From an optimization exercise on the open Yosys and OpenROAD flow, aimed at small area; shortcuts taken in it are not production practice.
The clock input has no modelled driver; a real chip could not lean on it and would need a root buffer or a full tree.
No activity file was given, so power comes from the tool's default toggle rates.

==> flow/design.v <==
`resetall
`default_nettype none
module UART_TOP #(parameter DATA_WIDTH = 8, ACC_SIZE = 32, FCW = 9895605
    )
    (   output      logic                       data_rdy_o, data_err_o, serial_o, busy_o,
        output      logic   [DATA_WIDTH-1:0]    rcvr_data_o,
        input  wire logic                       serial_i, start_tx_i, clk_i, rst_i, data_rdy_clr_i, data_err_clr_i,
        input  wire logic   [DATA_WIDTH-1:0]    xmit_data_i
    );
    localparam logic [ACC_SIZE-1:0] FCW_V = FCW;
    logic [ACC_SIZE:0]   acc;
    logic [ACC_SIZE:0]   acc_c;
    logic [ACC_SIZE-1:0] acc_s;
    logic                baud, baud_q;
    always_comb begin
        acc_c[0] = 1'b0;
        for (int i = 0; i < ACC_SIZE; i++) begin
            acc_s[i]   = acc[i] ^ FCW_V[i] ^ acc_c[i];
            acc_c[i+1] = FCW_V[i] ? (acc[i] | acc_c[i]) : (acc[i] & acc_c[i]);
        end
    end
    always_ff @(posedge clk_i) begin
        if (rst_i) begin
            acc    <= '0;
            baud   <= 1'b0;
            baud_q <= 1'b0;
        end else begin
            acc    <= {acc_c[ACC_SIZE], acc_s};
            baud   <= baud ^ acc[ACC_SIZE];
            baud_q <= baud;
        end
    end
    wire baud_fedg = baud_q & ~baud;
    wire baud_redg = ~baud_q & baud;
    localparam logic [5:0] DB_START = 6'd13,
                           DB_DONE  = 6'd45;
    logic       s0, s1, s2, ser;
    logic [5:0] dcnt;
    always_ff @(posedge clk_i) begin
        s0 <= serial_i;
        s1 <= s0;
    end
    always_ff @(posedge clk_i) begin
        if (rst_i) begin
            s2   <= 1'b0;
            dcnt <= DB_START;
            ser  <= 1'b1;
        end else begin
            s2 <= s1;
            if (s1 ^ s2)              dcnt <= DB_START;
            else if (dcnt == DB_DONE) ser  <= s2;
            else                      dcnt <= {dcnt[4:0], ~(dcnt[5] ^ dcnt[0])};
        end
    end
    localparam logic [3:0] R_A0   = 4'd0,
                           R_A1   = 4'd1,
                           R_A2   = 4'd3,
                           R_A3   = 4'd2,
                           R_A4   = 4'd6,
                           R_A5   = 4'd7,
                           R_A6   = 4'd5,
                           R_A7   = 4'd4,
                           R_A8   = 4'd12,
                           R_A9   = 4'd13,
                           R_IDLE = 4'd8,
                           R_POST = 4'd9,
                           R_ERR  = 4'd10,
                           R_EOM  = 4'd11,
                           R_EOME = 4'd14;
    logic [3:0]            rs, rs_n;
    logic [DATA_WIDTH-1:0] rsh;
    always_comb begin
        rs_n = rs;
        case (rs)
            R_IDLE, R_POST: rs_n = (!baud && !ser) ? R_A0 : R_IDLE;
            R_A0: if (baud_fedg) rs_n = R_A1;
            R_A1: if (baud_fedg) rs_n = R_A2;
            R_A2: if (baud_fedg) rs_n = R_A3;
            R_A3: if (baud_fedg) rs_n = R_A4;
            R_A4: if (baud_fedg) rs_n = R_A5;
            R_A5: if (baud_fedg) rs_n = R_A6;
            R_A6: if (baud_fedg) rs_n = R_A7;
            R_A7: if (baud_fedg) rs_n = R_A8;
            R_A8: if (baud_fedg) rs_n = ser ? R_A9 : R_ERR;
            R_A9: if (baud)      rs_n = ser ? R_EOM : R_ERR;
            R_ERR:               rs_n = R_EOME;
            R_EOM, R_EOME:       rs_n = R_POST;
            default:             rs_n = R_IDLE;
        endcase
    end
    always_ff @(posedge clk_i) begin
        if (rst_i) rs <= R_IDLE;
        else       rs <= rs_n;
    end
    wire rx_shift = baud_fedg && !rs[3];    
    always_ff @(posedge clk_i) begin
        if (rx_shift) rsh <= {ser, rsh[DATA_WIDTH-1:1]};
    end
    always_ff @(posedge clk_i) begin
        if (rst_i) begin
            data_rdy_o  <= 1'b0;
            rcvr_data_o <= '0;
            data_err_o  <= 1'b0;
        end else begin
            if (rs == R_POST) begin
                data_rdy_o  <= 1'b1;
                rcvr_data_o <= rsh;
            end else if (data_rdy_clr_i) begin
                data_rdy_o  <= 1'b0;
            end
            if (rs == R_EOME)        data_err_o <= 1'b1;
            else if (data_err_clr_i) data_err_o <= 1'b0;
        end
    end
    localparam logic [3:0] T_IDLE  = 4'b0000,
                           T_START = 4'b0001,
                           T_SB1   = 4'b0010,    
                           T_SB    = 4'b0011,    
                           T_P1    = 4'b0100,    
                           T_P2    = 4'b0101,    
                           T_END   = 4'b0110,
                           T_D0    = 4'b1000,
                           T_D7    = 4'b1111;
    logic [3:0]            ts, ts_n;
    logic [DATA_WIDTH-1:0] tdat;
    logic                  start_tx;
    always_comb begin
        ts_n = ts;
        case (ts)
            T_IDLE:      if (start_tx) ts_n = T_START;
            T_START:     ts_n = T_SB1;
            T_SB1:       ts_n = baud_redg ? T_D0 : T_SB;
            T_SB:        if (baud_redg) ts_n = T_D0;
            T_D7:        if (baud_redg) ts_n = T_P1;
            T_P1:        if (baud_redg) ts_n = T_P2;
            T_P2:        if (baud_redg) ts_n = T_END;
            T_END:       ts_n = T_IDLE;
            default:     if (baud_redg) ts_n = ts + 4'd1;    
        endcase
    end
    always_ff @(posedge clk_i) begin
        if (rst_i) begin
            ts       <= T_IDLE;
            start_tx <= 1'b0;
        end else begin
            ts <= ts_n;
            if (start_tx_i)       start_tx <= 1'b1;
            else if (ts == T_SB1) start_tx <= 1'b0;
        end
    end
    always_ff @(posedge clk_i) begin
        if (ts == T_START) tdat <= xmit_data_i;
    end
    assign busy_o   = (ts != T_IDLE) && (ts != T_START);
    assign serial_o = ts[3] ? tdat[ts[2:0]] : !((ts == T_SB1) || (ts == T_SB));
endmodule
Settings: LEC_CHECK=0, CAP_MARGIN=20, CORE_MARGIN=2, CORE_UTILIZATION=40, SLEW_MARGIN=20; clock period 10.0 ns.
standard.sh (not shown) runs the stock make flow with config.mk's settings and CLKGATE_MAP_FILE= SYNTH_SCRIPT=/design/flow/synth_recipe.tcl, a recipe that flattens the netlist after the stock synthesis.
==> flow/flow/run.sh <==
#!/bin/bash
# Standard ORFS layout (the standard.sh) with four changes:
#  - ABC maps for area (flow/abc_area.script) instead of ORFS's delay script,
#    and Yosys does not pre-map half/full adders (ADDER_MAP_FILE empty);
#  - ports are buffered with the smallest buffer, buf_1;
#  - the clock tree is four clkbuf_8, each driving a quarter of the
#    flip-flops, built by flow/cts_tree.tcl in place of TritonCTS.
# Each tool's full output is kept: make's in flow_make.log, ORFS's per-step
# logs under orfs/logs/.
set -euo pipefail
W=$PWD
rm -rf "$W/scripts_mod"
cp -r "$FLOW_HOME/scripts" "$W/scripts_mod"
cp "$W/flow/abc_area.script" "$W/scripts_mod/abc_speed.script"
export SCRIPTS_DIR="$W/scripts_mod"
export ADDER_MAP_FILE=
export PRE_CTS_TCL="$W/flow/cts_tree.tcl"
export BUFFER_PORTS_ARGS="-buffer_cell sky130_fd_sc_hd__buf_1"
bash "$W/standard.sh" > "$W/flow_make.log" 2>&1
==> flow/flow/cts_tree.tcl <==
# Clock tree built before ORFS's CTS step (sourced as PRE_CTS_TCL).
# The flip-flops are split into four groups by position (k-means); each group
# gets one clkbuf_8 at its centre, driven straight from the clock port, so
# the port feeds four buffer inputs.  TritonCTS is then skipped; the rest of
# the CTS step (legalisation, timing repair) runs as usual.
set nclusters 4
set buf_master_name sky130_fd_sc_hd__clkbuf_16

set db [ord::get_db]
set block [ord::get_db_block]
set clknet [$block findNet clk_i]
if { $clknet == "NULL" } { error "clock net not found" }

set sinks {}
foreach it [$clknet getITerms] {
  set inst [$it getInst]
  set bb [$inst getBBox]
  set x [expr { ([$bb xMin] + [$bb xMax]) / 2.0 }]
  set y [expr { ([$bb yMin] + [$bb yMax]) / 2.0 }]
  lappend sinks [list $it $x $y]
}
set n [llength $sinks]
puts "custom clock tree: $n sinks, $nclusters buffers"

# initial centres: sinks sorted by angle around the centroid, split evenly
set cx 0.0; set cy 0.0
foreach s $sinks { set cx [expr {$cx + [lindex $s 1]}]; set cy [expr {$cy + [lindex $s 2]}] }
set cx [expr {$cx / $n}]; set cy [expr {$cy / $n}]
set ang {}
foreach s $sinks { lappend ang [list [expr {atan2([lindex $s 2] - $cy, [lindex $s 1] - $cx)}] $s] }
set ang [lsort -real -index 0 $ang]
set centres {}
for {set k 0} {$k < $nclusters} {incr k} {
  set lo [expr {$k * $n / $nclusters}]; set hi [expr {($k + 1) * $n / $nclusters}]
  set sx 0.0; set sy 0.0
  for {set i $lo} {$i < $hi} {incr i} {
    set s [lindex [lindex $ang $i] 1]
    set sx [expr {$sx + [lindex $s 1]}]; set sy [expr {$sy + [lindex $s 2]}]
  }
  lappend centres [list [expr {$sx / ($hi - $lo)}] [expr {$sy / ($hi - $lo)}]]
}
# Lloyd iterations with a cap on cluster size (balanced loads)
set cap [expr {int(ceil(double($n) / $nclusters)) + 2}]
for {set iter 0} {$iter < 30} {incr iter} {
  # assign: sinks in order of their best-distance, each to the nearest centre with room
  set cand {}
  foreach s $sinks {
    set ds {}
    for {set k 0} {$k < $nclusters} {incr k} {
      set c [lindex $centres $k]
      lappend ds [list [expr {abs([lindex $s 1] - [lindex $c 0]) + abs([lindex $s 2] - [lindex $c 1])}] $k]
    }
    set ds [lsort -real -index 0 $ds]
    lappend cand [list [lindex [lindex $ds 0] 0] $s $ds]
  }
  set cand [lsort -real -index 0 $cand]
  set count {}
  for {set k 0} {$k < $nclusters} {incr k} { lappend count 0 }
  set assign {}
  foreach c $cand {
    foreach d [lindex $c 2] {
      set k [lindex $d 1]
      if { [lindex $count $k] < $cap } {
        lset count $k [expr {[lindex $count $k] + 1}]
        lappend assign [list $k [lindex $c 1]]
        break
      }
    }
  }
  set newc {}
  for {set k 0} {$k < $nclusters} {incr k} {
    set sx 0.0; set sy 0.0; set m 0
    foreach a $assign {
      if { [lindex $a 0] == $k } {
        set s [lindex $a 1]
        set sx [expr {$sx + [lindex $s 1]}]; set sy [expr {$sy + [lindex $s 2]}]; incr m
      }
    }
    if { $m > 0 } { lappend newc [list [expr {$sx / $m}] [expr {$sy / $m}]] } else { lappend newc [lindex $centres $k] }
  }
  set centres $newc
}

set master [$db findMaster $buf_master_name]
for {set k 0} {$k < $nclusters} {incr k} {
  set c [lindex $centres $k]
  set inst [odb::dbInst_create $block $master "clkbuf_leaf_$k"]
  set w [[$inst getMaster] getWidth]; set h [[$inst getMaster] getHeight]
  $inst setLocation [expr {int([lindex $c 0] - $w / 2)}] [expr {int([lindex $c 1] - $h / 2)}]
  $inst setPlacementStatus PLACED
  set net [odb::dbNet_create $block "clknet_leaf_$k"]
  $net setSigType CLOCK
  [$inst findITerm A] connect $clknet
  [$inst findITerm X] connect $net
  set m 0
  foreach a $assign {
    if { [lindex $a 0] == $k } {
      set it [lindex [lindex $a 1] 0]
      $it disconnect
      $it connect $net
      incr m
    }
  }
  puts "clkbuf_leaf_$k at [lindex $c 0] [lindex $c 1] drives $m sinks"
}

set_propagated_clock [all_clocks]
# TritonCTS has nothing left to do
proc clock_tree_synthesis { args } { puts "clock_tree_synthesis skipped: custom tree built in PRE_CTS_TCL" }
Other scripts of this flow, unchanged in this note and not shown: flow/flow/abc_area.script
Rerun with:
--- a/flow/flow/cts_tree.tcl
+++ b/flow/flow/cts_tree.tcl
@@ -7 +7 @@
-set buf_master_name sky130_fd_sc_hd__clkbuf_16
+set buf_master_name sky130_fd_sc_hd__clkbuf_8
What happened: Final cell count does not change. Worst hold slack improves by 0.0072 ns. Cell area fell by 1.4%. Wire length fell by 1.7%. Power fell by 5.6%. Register-to-register slack stays flat. First-iteration DRC count fell by 7.0%. Sequential share of layout area rose by 0.82 points. Via count rose by 0.75%. Die area does not change. Clock power fell by 24%.
Rerun with:
Settings changed: CORE_UTILIZATION 40 to 70.
After rerunning: Power decreases slightly; combinational power barely changes; die area goes down by well over a third.
No functional check of the RTL was part of any run of this note. In every run of this note, the design's own scripts or RTL, not TritonCTS, make the clock network.

---

Setup of run A:
// UART_TOP: RTL as listed in full above, without the edits since
==> flow/config.mk <==
export PLATFORM = sky130hd
export DESIGN_NAME = UART_TOP
export DESIGN_NICKNAME = UART_TOP
export VERILOG_FILES = /design/flow/design.v
export SDC_FILE = /design/flow/constraint.sdc
export NUM_CORES = 4
export LEC_CHECK = 0
export CAP_MARGIN = 20
export CORE_MARGIN = 2
export CORE_UTILIZATION = 40
export SLEW_MARGIN = 20
==> flow/constraint.sdc <==
create_clock -name core_clock -period 10.0 [get_ports {clk_i}]
set_input_delay 2.0000 -clock core_clock [delete_from_list [all_inputs] [get_ports {clk_i}]]
set_output_delay 2.0000 -clock core_clock [all_outputs]
set_load 0.01 [all_outputs]
==> flow/flow/run.sh <==
#!/bin/bash
# Standard ORFS layout (the standard.sh) with four changes:
#  - ABC maps for area (flow/abc_area.script) instead of ORFS's delay script,
#    and Yosys does not pre-map half/full adders (ADDER_MAP_FILE empty);
#  - ports are buffered with the smallest buffer, buf_1;
#  - clock tree synthesis adds no dummy loads.
# Each tool's full output is kept: make's in flow_make.log, ORFS's per-step
# logs under orfs/logs/.
set -euo pipefail
W=$PWD
rm -rf "$W/scripts_mod"
cp -r "$FLOW_HOME/scripts" "$W/scripts_mod"
cp "$W/flow/abc_area.script" "$W/scripts_mod/abc_speed.script"
export SCRIPTS_DIR="$W/scripts_mod"
export ADDER_MAP_FILE=
export CTS_ARGS="-sink_clustering_enable -repair_clock_nets -dont_use_dummy_load -buf_list {sky130_fd_sc_hd__clkbuf_4} -sink_clustering_max_diameter 30"
export BUFFER_PORTS_ARGS="-buffer_cell sky130_fd_sc_hd__buf_1"
bash "$W/standard.sh" > "$W/flow_make.log" 2>&1
==> flow/flow/abc_area.script <==
strash
&get -n
&deepsyn -T 20
&put
dch -f
amap
Run A reached the final stage; the timing, DRC and antenna checks on its layout passed.
### run A -> run B
--- a/flow/flow/run.sh
+++ b/flow/flow/run.sh
@@ -16 +16 @@
-export CTS_ARGS="-sink_clustering_enable -repair_clock_nets -dont_use_dummy_load -buf_list {sky130_fd_sc_hd__clkbuf_4} -sink_clustering_max_diameter 30"
+export CTS_ARGS="-sink_clustering_enable -repair_clock_nets -dont_use_dummy_load -buf_list {sky130_fd_sc_hd__clkbuf_4} -sink_clustering_size 10"
[summary]
Comparing run A against run B, there is no change at all in via count. Setup slack: run A vs run B, no meaningful difference. Comparing run A against run B, there is no change at all in non-filler instance count after layout. The clock network fraction of total power of run A and that of run B are within noise of each other. Looking at run B and run A, the synthesized cell count is a wash. As far as design area goes, run B and run A are indistinguishable; the numbers are identical. Reported for run B and run A, number of placed instances, taps included turned out identical to the last digit. Diff run A..run B | number of nets in the layout | unchanged. As far as total power goes, run B and run A are indistinguishable; the numbers are identical.
Input changes introduced in run C (baseline for comparison: run B):
--- a/flow/flow/run.sh
+++ b/flow/flow/run.sh
@@ -16 +16 @@
-export CTS_ARGS="-sink_clustering_enable -repair_clock_nets -dont_use_dummy_load -buf_list {sky130_fd_sc_hd__clkbuf_4} -sink_clustering_size 10"
+export CTS_ARGS="-sink_clustering_enable -repair_clock_nets -dont_use_dummy_load -root_buf sky130_fd_sc_hd__clkbuf_8 -tree_buf sky130_fd_sc_hd__clkbuf_4 -buf_list {sky130_fd_sc_hd__clkbuf_4 sky130_fd_sc_hd__clkbuf_8}"
Results
- Compared with run B, in run C worst endpoint required time down 0.07 ns, maximum clock frequency up 0.79 MHz, leakage power up 0.000016 uW, distinct cell type count of the synthesized netlist down 7.1%.
- Detailed-route wire length is higher on run C
- Per the comparison of run C with run B, combinational share of power shows a reduction of 5.7 points; total routing usage reported by global routing shows an increase of 0.69 points; final non-filler cell area shows an increase of 79 um^2; initial core utilization shows no meaningful change.
--- input diff run C..run D ---
--- a/flow/flow/run.sh
+++ b/flow/flow/run.sh
@@ -16 +16 @@
-export CTS_ARGS="-sink_clustering_enable -repair_clock_nets -dont_use_dummy_load -root_buf sky130_fd_sc_hd__clkbuf_8 -tree_buf sky130_fd_sc_hd__clkbuf_4 -buf_list {sky130_fd_sc_hd__clkbuf_4 sky130_fd_sc_hd__clkbuf_8}"
+export CTS_ARGS="-sink_clustering_enable -repair_clock_nets -dont_use_dummy_load"
Results
From run C to run D the numbers moved as follows: total routing usage reported by global routing now sits lower, max-cap check violation count held, net count after synthesis lost 4, detailed-placement wirelength estimate down about 3.3%. Going from run C to run D, proportion of final cell area spent on non-clock buffers shows no meaningful change; routed wire length shows a reduction of 0.68%. Run D finished every stage and its layout cleared the timing, DRC and antenna checks.
No functional check of the RTL was part of any run of this note.

-- afterwards: timing with drivers on the ports --
How much do the figures lean on ideal ports? The routed layouts below were timed once more, with nothing changed but the port constraints.
Step 1 sets driving cells, clkbuf_16 on the clock port and buf_2 on the other inputs (assumed; they add their load-dependent delay and slew).
Step 2 times the ports against the registers' clock, not the clock port: input delays grow and output delays shrink by t, the midpoint of the rising clock arrivals with the driver on.
Slacks: no drivers / after step 1 / after step 2; pairs: no drivers / after step 1.
| run | t (ns) | setup WS [ns] | slew at the worst register clock pin (ns) | worst data-port slew with drivers (ns) | pins driven straight from the clock port |
|---|---|---|---|---|---|
| the first run of note 1 | 0.218 | 4.830 / 4.830 / 4.830 | 0.08 / 0.08 | 0.03 | 4 |
| the second run of note 1 | 0.223 | 4.823 / 4.823 / 4.823 | 0.12 / 0.12 | 0.03 | 4 |
| the third run of note 1 | 0.218 | 4.672 / 4.672 / 4.672 | 0.11 / 0.11 | 0.03 | 4 |
| run A | 0.410 | 4.834 / 4.834 / 4.834 | 0.11 / 0.11 | 0.03 | 1 |
| run B | 0.410 | 4.834 / 4.834 / 4.834 | 0.11 / 0.11 | 0.03 | 1 |
| run C | 0.360 | 4.854 / 4.854 / 4.854 | 0.08 / 0.08 | 0.03 | 1 |
| run D | 0.360 | 4.823 / 4.823 / 4.823 | 0.07 / 0.07 | 0.03 | 1 |
After both steps every run listed still meets setup and hold.
